This is an optimization exercise on Yosys and OpenROAD, whose aim is small area, not a production implementation. In this exercise RTL edits were held to simulation tests only and were not proved equivalent to the original. Power figures rest on the tool's default switching activity, not on a simulated workload.

File: config.mk
export PLATFORM = sky130hd
export DESIGN_NAME = digital_watch_fsm
export DESIGN_NICKNAME = digital_watch_fsm
export VERILOG_FILES = /design/flow/design.v
export SDC_FILE = /design/flow/constraint.sdc
export NUM_CORES = 4
export LEC_CHECK = 0
export ABC_AREA = 1
export CAP_MARGIN = 20
export CORE_MARGIN = 2
export CORE_UTILIZATION = 40
export SLEW_MARGIN = 20
File: constraint.sdc
create_clock -name core_clock -period 10.0 [get_ports {clk}]
set_input_delay 2.0000 -clock core_clock [delete_from_list [all_inputs] [get_ports {clk}]]
set_output_delay 2.0000 -clock core_clock [all_outputs]
set_load 0.01 [all_outputs]
File: design.v
module debounce
#(
    parameter CLK_FREQ = 100_000_000,
    parameter STABLE_TIME_MS = 20
)
(
    input  wire clk,
    input  wire reset,
    input  wire button_in,
    output wire button_out
);
    localparam integer COUNTER_MAX = (CLK_FREQ / 1000) * STABLE_TIME_MS;
    function [5:0] lfsr6;
        input [5:0] v;
        lfsr6 = {v[4:0], ~(v[5] ^ v[4])};
    endfunction
    function [5:0] lfsr6_n;
        input integer n;
        integer k;
        begin
            lfsr6_n = 6'd0;
            for (k = 0; k < n % 63; k = k + 1)
                lfsr6_n = lfsr6(lfsr6_n);
        end
    endfunction
    localparam [5:0] TERM = lfsr6_n(COUNTER_MAX);
    reg sync0, sync1, debounced_state, prev_debounced_state;
    reg [5:0] debounce_counter;
    always @(posedge clk or posedge reset)
        if (reset) sync0 <= 1'b0;
        else       sync0 <= button_in;
    always @(posedge clk)
        sync1 <= sync0;
    always @(posedge clk or posedge reset)
        if (reset)
            debounced_state <= 1'b0;
        else if (sync1 != debounced_state && debounce_counter == TERM)
            debounced_state <= sync1;
    always @(posedge clk)
        if (sync1 == debounced_state || debounce_counter == TERM)
            debounce_counter <= 6'd0;
        else
            debounce_counter <= lfsr6(debounce_counter);
    always @(posedge clk)
        prev_debounced_state <= debounced_state;
    assign button_out = debounced_state && !prev_debounced_state;
endmodule
`timescale 1ns / 1ps
module digital_watch_fsm
#(
    parameter CLK_FREQ = 2_000,            
    parameter LED_BLINK_RATE = 400,        
    parameter REFRESH_BITS = 10            
)
(
    input  wire clk,
    input  wire reset,
    input  wire btn_mode,
    input  wire btn_start,
    input  wire btn_pause,
    input  wire btn_lap,
    input  wire btn_set,
    output wire [6:0] seg,
    output wire [7:0] an,
    output wire led,
    output wire [13:0] led1,
    output wire mode_led
);
    localparam IDLE    = 2'b00;
    localparam RUNNING = 2'b01;
    localparam PAUSED  = 2'b10;
    localparam TIME_UP = 2'b11;
    wire mode = btn_mode;    
    reg [1:0] state;
    reg [5:0] minutes, seconds;
    reg [5:0] lap_minutes, lap_seconds;
    reg set_mode_active;
    reg set_field;           
    reg [5:0] set_minutes, set_seconds;
    wire start_tick, pause_tick, lap_tick, set_tick;
    debounce #(.CLK_FREQ(CLK_FREQ)) db_start (.clk(clk), .reset(reset), .button_in(btn_start), .button_out(start_tick));
    debounce #(.CLK_FREQ(CLK_FREQ)) db_pause (.clk(clk), .reset(reset), .button_in(btn_pause), .button_out(pause_tick));
    debounce #(.CLK_FREQ(CLK_FREQ)) db_lap   (.clk(clk), .reset(reset), .button_in(btn_lap),   .button_out(lap_tick));
    debounce #(.CLK_FREQ(CLK_FREQ)) db_set   (.clk(clk), .reset(reset), .button_in(btn_set),   .button_out(set_tick));
    function [6:0] lfsr7;
        input [6:0] v;
        lfsr7 = {v[5:0], ~(v[6] ^ v[5])};
    endfunction
    function [6:0] lfsr7_n;
        input integer n;
        integer k;
        begin
            lfsr7_n = 7'd0;
            for (k = 0; k < n % 127; k = k + 1)
                lfsr7_n = lfsr7(lfsr7_n);
        end
    endfunction
    localparam integer PRE_MOD = CLK_FREQ / 16;           
    localparam [6:0] PRE_LAST = lfsr7_n(PRE_MOD - 1);
    reg [REFRESH_BITS-1:0] refresh_counter;
    always @(posedge clk or posedge reset)
        if (reset) refresh_counter <= 0;
        else       refresh_counter <= refresh_counter + 1'b1;
    reg [6:0] pre_counter;
    always @(posedge clk or posedge reset)
        if (reset)                       pre_counter <= 7'd0;
        else if (pre_counter == PRE_LAST) pre_counter <= 7'd0;
        else                             pre_counter <= lfsr7(pre_counter);
    wire one_sec_tick = (pre_counter == PRE_LAST) && (&refresh_counter[3:0]);
    reg [1:0] next_state;
    wire time_zero = (minutes == 6'd0) && (seconds == 6'd0);
    always @(*) begin
        next_state = state;
        case (state)
            IDLE:    if (start_tick && !set_mode_active) next_state = RUNNING;
            RUNNING: if (pause_tick) next_state = PAUSED;
                     else if (mode && time_zero) next_state = TIME_UP;
            PAUSED:  if (start_tick) next_state = RUNNING;
            TIME_UP: if (start_tick) next_state = IDLE;
        endcase
    end
    always @(posedge clk or posedge reset)
        if (reset) state <= IDLE;
        else       state <= next_state;
    always @(posedge clk or posedge reset)
        if (reset) set_mode_active <= 1'b0;
        else if (set_tick) set_mode_active <= ~set_mode_active;
    always @(posedge clk)
        if (set_tick) set_field <= 1'b0;
        else if (set_mode_active && lap_tick) set_field <= ~set_field;
    wire [5:0] op_min = set_mode_active ? set_minutes : minutes;
    wire [5:0] op_sec = set_mode_active ? set_seconds : seconds;
    wire up     = set_mode_active ? start_tick : !mode;
    wire sec_en = !set_mode_active || set_field;
    wire sec_wrap = up ? (op_sec == 6'd59) : (op_sec == 6'd0);
    wire min_wrap = up ? (op_min == 6'd59) : (op_min == 6'd0);
    wire [5:0] sec_step = sec_wrap ? (up ? 6'd0 : 6'd59) : (up ? op_sec + 6'd1 : op_sec - 6'd1);
    wire [5:0] min_step = min_wrap ? (up ? 6'd0 : 6'd59) : (up ? op_min + 6'd1 : op_min - 6'd1);
    wire [5:0] res_sec = sec_en ? sec_step : op_sec;
    wire [5:0] res_min = (!sec_en || sec_wrap) ? min_step : op_min;
    wire set_step  = set_mode_active && !set_tick && !lap_tick && (start_tick || pause_tick);
    wire time_load = mode && ((!set_mode_active && set_tick) || (state == IDLE && start_tick));
    wire time_step = state == RUNNING && one_sec_tick && !set_mode_active && !(mode && time_zero);
    always @(posedge clk or posedge reset)
        if (reset) begin
            set_minutes <= 6'd0;
            set_seconds <= 6'd0;
        end else if (set_tick && !set_mode_active) begin
            set_minutes <= minutes;
            set_seconds <= seconds;
        end else if (set_step) begin
            set_minutes <= res_min;
            set_seconds <= res_sec;
        end
    always @(posedge clk or posedge reset)
        if (reset) begin
            minutes <= 6'd0;
            seconds <= 6'd0;
        end else if (time_load) begin
            minutes <= set_minutes;
            seconds <= set_seconds;
        end else if (time_step) begin
            minutes <= res_min;
            seconds <= res_sec;
        end
    always @(posedge clk or posedge reset)
        if (reset) begin
            lap_minutes <= 6'd0;
            lap_seconds <= 6'd0;
        end else if (lap_tick && !mode && !set_mode_active) begin
            lap_minutes <= minutes;
            lap_seconds <= seconds;
        end
    function [8:0] lfsr9;
        input [8:0] v;
        lfsr9 = {v[7:0], ~(v[8] ^ v[4])};
    endfunction
    function [8:0] lfsr9_n;
        input integer n;
        integer k;
        begin
            lfsr9_n = 9'd0;
            for (k = 0; k < n % 511; k = k + 1)
                lfsr9_n = lfsr9(lfsr9_n);
        end
    endfunction
    localparam [8:0] BLINK_LAST = lfsr9_n(LED_BLINK_RATE);
    reg [8:0] blink_timer;   
    reg led_reg;
    always @(posedge clk)
        if (state != TIME_UP || blink_timer == BLINK_LAST) blink_timer <= 9'd0;
        else                                               blink_timer <= lfsr9(blink_timer);
    always @(posedge clk or posedge reset)
        if (reset)                  led_reg <= 1'b0;
        else if (state != TIME_UP)  led_reg <= 1'b0;
        else if (blink_timer == BLINK_LAST) led_reg <= ~led_reg;
    assign led  = led_reg;
    assign led1 = {14{led_reg}};
    assign mode_led = mode;
    wire [2:0] digit = refresh_counter[REFRESH_BITS-1:REFRESH_BITS-3];
    reg [5:0] value;
    always @(*)
        case ({set_mode_active, digit[2:1]})
            3'b000:  value = seconds;
            3'b001:  value = minutes;
            3'b010:  value = lap_seconds;
            3'b011:  value = lap_minutes;
            3'b100:  value = set_seconds;
            3'b101:  value = set_minutes;
            default: value = 6'bxxxxxx;
        endcase
    wire blank = set_mode_active && digit[2];
    wire [3:0] tens  = value / 10;
    wire [3:0] units = value % 10;
    wire [3:0] data_to_display = digit[0] ? tens : units;
    reg [6:0] segments;
    always @(*)
        case (data_to_display)
            4'd0: segments = 7'b1000000;
            4'd1: segments = 7'b1111001;
            4'd2: segments = 7'b0100100;
            4'd3: segments = 7'b0110000;
            4'd4: segments = 7'b0011001;
            4'd5: segments = 7'b0010010;
            4'd6: segments = 7'b0000010;
            4'd7: segments = 7'b1111000;
            4'd8: segments = 7'b0000000;
            4'd9: segments = 7'b0010000;
            default: segments = 7'bxxxxxxx;
        endcase
    assign seg = blank ? 7'b1111111 : segments;
    assign an  = blank ? 8'b11111111 : ~(8'b00000001 << digit);
endmodule
File: run.sh
#!/bin/bash
# synth_recipe.tcl (not shown) runs the flow's synth.tcl, then flattens the netlist and writes it again
# the make line also repeats each setting of config.mk as NAME=value (left out here)
make -C /OpenROAD-flow-scripts/flow DESIGN_CONFIG=/design/flow/config.mk WORK_HOME=/design/flow/orfs CLKGATE_MAP_FILE= SYNTH_SCRIPT=/design/flow/synth_recipe.tcl finish
==> flow_metrics.py, run 1 <==
metrics = {
    "status": {
        "status": "complete, no violations",
    },
    "detailed_routing": {
        "first_pass_iters": 5,
        "ant_nets": 0,
        "drt_wl_total_um": 13080,
        "drtIter0Drc": 325,
        "avgViaCountPerCell": 5.123,
        "vias": 4759,
        "drcViolationCount": 0,
        "wl_per_cell_um": 14.08,
    },
    "cts": {
        "cts_resized": 0,
        "cts_tree": "built",
        "cts_hold_buf": 0,
        "clock-sinks": 107,
        "insertion_delay_ps": 360,
        "numCtsBuffers": 9,
        "cts_root_buf": "clkbuf_16",
        "postCtsSetupBuffers": 0,
        "clk_pin_slew_ps": 80,
        "clock_path_buffers": 2,
        "htree_num_levels": 3,
    },
    "setup_path": {
        "critPathTopFamily": "simple AND/OR/NAND/NOR gates",
        "critical_path_buf_inv_count": 9,
        "cp-end-kind": "output port",
        "reg2reg_slack_ps": 6570,
        "cp.required_ps": 8000,
        "crit_top_cell": "nand2_1",
        "rr_worst_depth": 15,
        "crit_slowest_cell": "dfrtp_1",
        "r2r-start": "set_mode_active",
        "r2r-end": "set_minutes[5]",
        "arrival_ps": 5220,
        "path_class": "register to output port",
        "cp_slowest_stage_delay_ps": 670,
        "critPathLaunchType": "register",
        "path_max_fanout": 19,
    },
    "layout": {
        "final_area_um2": 6543,
        "drive_above_1_share": 0.07744,
        "reg_top3": "refresh_counter: 10 flops, blink_timer: 9 flops, pre_counter: 7 flops",
        "largest_register_ff_count": 10,
        "syn_to_final_growth_pct": 12.91,
        "nets": 774,
        "num-fill-cells": 1368,
        "num_antenna_cells": 0,
        "layout_common_cells": "nand2_1, inv_1, nor2_1",
        "largest-register": "refresh_counter",
        "final_common_cell": "nand2_1",
    },
    "grt": {
        "grt_pass1_wl_um": 21960,
        "grtUsageTotal": 0.1708,
        "grt_max_degree": 66,
        "antenna_found_initial": 0,
        "grt_pass1_vias": 4553,
        "grt.overflow.total": 0,
    },
    "synth": {
        "avgSynthCellArea_um2": 7.981,
        "netlist_instances": 726,
        "yosysWarnings": 2,
        "yosysTopAreaCellShare": 0.2807,
        "yosysTopAreaCell": "dfrtp_1",
        "ys_types": 50,
        "yosys-top-cells-area": "dfrtp_1, dfxtp_1, nand2_1",
        "netlist_area_um2": 5794,
        "ys_seq_area_frac": 0.4258,
        "synth_seq_cells": 107,
        "synth_nets": 756,
    },
    "die": {
        "fp.dieW_um": 124.4,
        "fp-row-count": 43,
        "core_um2": 13990,
        "ios": 38,
        "dieArea_um2": 15460,
        "die_height_um": 124.4,
        "initial_core_util": 0.4142,
    },
    "power_and_ir_drop": {
        "p_comb_frac": 0.509,
        "vdd_drop_max_v": 0.0001252,
        "p_clk_frac": 0.217,
        "intPower_mw": 1.030,
        "powerDensity_nw_per_um2": 269.1,
        "p_switching_uw": 730.3,
        "finalPower_mw": 1.760,
        "seqPwrFrac": 0.274,
        "switching_share": 0.4149,
        "p_leak_nw": 3.082,
    },
    "worst_hold_path": {
        "hold_depth": 0,
        "whs_endpoint": "db_start.sync1",
        "hold_path.class": "register to register",
        "worstHoldStart": "db_start.sync0",
    },
    "placed_design": {
        "gp_congestion": 0.9539,
        "port_buffers": 37,
        "dp_hpwl_um": 9657,
        "place_area_um2": 6212,
        "post-place-ws_ps": 3190,
    },
    "timing": {
        "report.final.slew_viol_count": 0,
        "clock-skew-final_ps": 8.034,
        "setup_viol": 0,
        "finalCriticalPeriod_ps": 7221,
        "min_period_over_period": 0.7221,
        "fmax_mhz": 138.5,
        "setup_slack_ps": 2779,
        "setup_tns_ps": 0,
        "rsz0062_at_grt": "false",
        "hold_viol": 0,
        "timing.hold.ws_ps": 343.2,
        "worst_slew_pin_slew_ps": 1139,
        "relSlewSlack": 0.2389,
    },
    "flow_run": {
        "cap_violations": 0,
    },
}
[how the worst max path moves through the flow]
stage,from,end,depth (start not counted)
final,set_mode_active,seg[3],31
after global placement,set_mode_active,seg[3],31
after CTS,set_mode_active,seg[3],31
after floorplan,refresh_counter[9],seg[3],29
after global routing,set_mode_active,seg[3],31
after detailed placement,set_mode_active,seg[3],31
[kinds of logic (layout without fill, tap and decap cells)]
logic type | after synthesis | after routing | synth area share
adders and majority gates | 23 | 23 | 0.05226
DFF | 107 | 107 | 0.4258
buffers and inverters | 153 | 176 | 0.1123
and+or+nand+nor | 321 | 321 | 0.2606
AOI/OAI and AO/OA | 99 | 99 | 0.1142
xor gates and xnor gates | 23 | 23 | 0.03477
[power groups by stage]
stage	registers (mW)	clock network, mW	logic, mW
floorplan	0.479	0	0.646
global placement	0.489	0	0.872
detailed placement	0.489	0	0.893
CTS	0.481	0.389	0.896
global route	0.485	0.408	1.00
finish	0.482	0.382	0.896
[cell type report]
cell class / count / area, µm² / share of cell area
Sequential cell: 107 / 2467 / 0.3771
Inverter: 120 / 450.4 / 0.06885
Tap cell: 180 / 225.2 / 0.03442
Clock buffer: 10 / 250.2 / 0.03825
Timing Repair Buffer: 40 / 392.9 / 0.06005
Clock inverter: 6 / 80.08 / 0.01224
Multi-Input combinational cell: 466 / 2676 / 0.4091
[synthesized netlist by cell type, drive strengths merged]
master and n:
nand2 138, inv 118, nor2 88, dfrtp 65, nand3 57, dfxtp 42
o21ai 39, o221ai 24, ha 21, buf 20, a21oi 18, nand4 16
xor2 14, clkbuf 13, xnor2 9, nor3 8, nor4 6, o22ai 4
or2 3, a21boi 2, a221oi 2, and3 2, clkinv 2, fa 2
o41ai 2, a211oi 1, a22oi 1, a31oi 1, a32oi 1, nand3b 1
nor3b 1, o211ai 1, o21a 1, o31ai 1, o32ai 1, or4 1
[metrics by stage]
step,cells,utilization
5_1_grt,929,0.4677
3_3_place_gp,913,0.4441
3_5_place_dp,913,0.4441
2_1_floorplan,726,-
4_1_cts,929,0.4677
6_report,929,0.4677
[routing by layer]
metal	global-route usage	up-vias	share of wire
met5	0	-	0
met4	0.05155	0	0.013
met3	0.03651	16	0.058
met2	0.2809	143	0.47
met1	0.2261	2220	0.46
li1	-	2380	-
==> run 2, diff against run 1 <==
--- a/config.mk
+++ b/config.mk
@@ -8,5 +8,6 @@
 export ABC_AREA = 1
 export CAP_MARGIN = 20
 export CORE_MARGIN = 2
-export CORE_UTILIZATION = 40
+export CORE_UTILIZATION = 60
+export CTS_BUF_LIST = sky130_fd_sc_hd__clkbuf_4 sky130_fd_sc_hd__clkbuf_8
 export SLEW_MARGIN = 20
==> run 2 against run 1 <==
  * Routed wire length decreased by 2.5%
  * Via count is 1.7% higher
  * Largest power group unchanged
  * First-iteration DRC count grew 39%
  * Register-to-register slack worse by 500 ps
  * Combinational power barely moved
  * Sequential cell count is the same
  * Critical endpoint unchanged
  * Clock power fell by about 30%
==> flow_metrics.py, run 2 <==
metrics = {
    "synth": {
        "ys_seq_area_frac": 0.4258,
        "yosysTopAreaCell": "dfrtp_1",
        "synth_edf_count": 0,
        "yosysWarnings": 2,
        "synth_seq_cells": 107,
        "yosys-top-cells-area": "dfrtp_1, dfxtp_1, nand2_1",
        "netlist_instances": 726,
        "async_reset_ff_frac": 0.6075,
        "yosysTopAreaCellShare": 0.2807,
        "netlist_area_um2": 5794,
        "synth_nets": 756,
        "avgSynthCellArea_um2": 7.981,
        "ys_top_cells_by_count": "nand2_1, inv_1, nor2_1",
        "yosysMostFrequentCell": "nand2_1",
        "synth_top_flop_cell": "dfrtp_1",
        "ys_types": 50,
    },
    "power_and_ir_drop": {
        "p_comb_frac": 0.545,
        "p_clk_frac": 0.161,
        "finalPower_mw": 1.651,
        "p_leak_nw": 3.020,
        "intPower_uw": 922.6,
        "vdd_drop_max_v": 0.0001547,
        "p_switching_uw": 727.9,
        "seqPwrFrac": 0.294,
        "powerDensity_nw_per_um2": 260.1,
        "switching_share": 0.4410,
    },
    "layout": {
        "reg_top3": "refresh_counter: 10 flops, blink_timer: 9 flops, pre_counter: 7 flops",
        "final_common_cell": "nand2_1",
        "largest-register": "refresh_counter",
        "syn_to_final_growth_pct": 9.523,
        "largest_register_ff_count": 10,
        "instances_no_fill": 877,
        "num_antenna_cells": 0,
        "final_area_um2": 6346,
        "fin_util": 0.6836,
        "nets": 773,
        "drive_above_1_share": 0.07754,
        "layout_common_cells": "nand2_1, inv_1, nor2_1",
    },
    "detailed_routing": {
        "avgViaCountPerCell": 5.520,
        "drcViolationCount": 0,
        "drt_wl_total_um": 12750,
        "drtIter0Drc": 452,
        "vias": 4841,
        "wl_per_cell_um": 14.54,
        "first_pass_iters": 6,
        "ant_nets": 0,
    },
    "status": {
        "status": "complete, no violations",
    },
    "timing": {
        "min_period_over_period": 0.7645,
        "relSlewSlack": 0.2656,
        "setup_tns_ps": 0,
        "report.final.slew_viol_count": 0,
        "setup_viol": 0,
        "clock-skew-final_ps": 13.27,
        "setup_slack_ps": 2355,
        "hold_viol": 0,
        "timing.hold.ws_ps": 352.4,
        "finalCriticalPeriod_ps": 7645,
        "rsz0062_at_grt": "false",
        "worst_slew_pin_slew_ps": 1102,
        "fmax_mhz": 130.8,
    },
    "die": {
        "core_um2": 9284,
        "ios": 38,
        "fp.dieW_um": 102.3,
        "dieArea_um2": 10460,
        "die_height_um": 102.3,
        "initial_core_util": 0.6241,
        "fp-row-count": 35,
    },
    "setup_path": {
        "cp_slowest_stage_delay_ps": 1090,
        "critPathTopFamily": "simple AND/OR/NAND/NOR gates",
        "crit_end": "seg[3]",
        "crit_top_cell": "nand2_1",
        "r2r-start": "set_mode_active",
        "critical_path_buf_inv_count": 8,
        "arrival_ps": 5650,
        "reg2reg_slack_ps": 6070,
        "path_max_fanout": 36,
        "r2r-end": "minutes[5]",
        "critPathLaunchType": "register",
        "cp-end-kind": "output port",
        "path_class": "register to output port",
        "rr_worst_depth": 12,
        "crit_slowest_cell": "dfrtp_1",
        "path_depth": 30,
        "cp.required_ps": 8000,
        "crit_start": "set_mode_active",
    },
    "cts": {
        "clock_path_buffers": 2,
        "numCtsBuffers": 9,
        "cts_tree": "built",
        "cts_resized": 0,
        "cts_hold_buf": 0,
        "clock-sinks": 107,
        "cts_root_buf": "clkbuf_8",
        "insertion_delay_ps": 380,
        "clk_pin_slew_ps": 110,
        "htree_num_levels": 3,
        "postCtsSetupBuffers": 0,
    },
    "placed_design": {
        "port_buffers": 37,
        "dp_hpwl_um": 9480,
        "dp.cells": 861,
        "gp_congestion": 0.9580,
        "place_area_um2": 6141,
        "post-place-ws_ps": 2850,
    },
    "grt": {
        "grt_max_degree": 66,
        "grt_pass1_vias": 4538,
        "antenna_found_initial": 0,
        "grt.overflow.total": 0,
        "grtUsageTotal": 0.2615,
        "grt_pass1_wl_um": 21270,
    },
    "worst_hold_path": {
        "hold_path.class": "register to register",
    },
    "flow_run": {
        "cap_violations": 0,
    },
}
run 2: cell counts after synthesis:
Identical to the previous run, type by type.
run 2: cell type report:
type	instances	area [µm²]
flip-flops and latches	107	2467
repair buffers	39	385.4
inverters	120	450.4
multi-input cells	466	2681
well taps	129	161.4
clock inverters	6	62.56
fillers	778	2938
clock buffers	10	137.6
run 2: layer usage:
| metal | GRT usage | vias up | part of all wire |
|---|---|---|---|
| met1 | 0.3372 | 2283 | 0.43 |
| li1 | - | 2385 | - |
| met5 | 0 | - | 0 |
| met3 | 0.05062 | 26 | 0.065 |
| met4 | 0.09026 | 0 | 0.018 |
| met2 | 0.4428 | 147 | 0.49 |
run 2: how the worst min path moves through the flow:
stage / from / end / slack [ps] / cells after the start
floorplan: db_lap.sync0 / db_lap.sync1 / 320 / 0
global placement: db_pause.sync0 / db_pause.sync1 / 330 / 0
detailed placement: db_pause.sync0 / db_pause.sync1 / 330 / 0
CTS: db_pause.sync0 / db_pause.sync1 / 350 / 0
global route: db_pause.sync0 / db_pause.sync1 / 370 / 0
finish: db_pause.sync0 / db_pause.sync1 / 350 / 0
run 2: power groups by stage:
stage / logic [mW] / clock network (mW) / registers, mW
global placement: 0.862 / 0 / 0.492
detailed placement: 0.893 / 0 / 0.492
CTS: 0.899 / 0.272 / 0.484
finish: 0.899 / 0.266 / 0.486
global route: 1.01 / 0.286 / 0.489
floorplan: 0.646 / 0 / 0.479
run 2: kinds of logic (layout without fill, tap and decap cells):
group                    Yosys count  count (layout)  synth area share
adder cells (fa/ha/maj)           23              23           0.05226
XOR/XNOR                          23              23           0.03477
AND/OR/NAND/NOR                  321             321            0.2606
AO/OA/AOI/OAI                     99              99            0.1142
flip-flops                       107             107            0.4258
buffers and inverters            153             175            0.1123

-- what the ideal ports hide --
The results above use ideal ports. As a check the final layouts listed here were re-extracted and re-timed, cells and wires unchanged.
Step 1 sets driving cells, clkbuf_16 on the clock port and buf_2 on the other inputs (assumed; they add their load-dependent delay and slew).
Step 2 adds t to the input delays and takes it off the output delays; t is the mean of the earliest and latest rising clock arrival at the registers after step 1. Input paths then give back, and output paths get back, about the clock's delay inside the block.
Slacks: ideal ports / drivers / drivers and shift; pairs: ideal ports / drivers.
| run | t (ns) | setup slack, ns | worst setup path after step 2 | worst register clock-pin slew, ns |
|---|---|---|---|---|
| run 1 | 0.390 | 2.779 / 2.740 / 3.130 | register to output | 0.08 / 0.08 |
| run 2 | 0.407 | 2.355 / 2.322 / 2.729 | register to output | 0.11 / 0.11 |
After both steps every run listed still meets setup and hold.
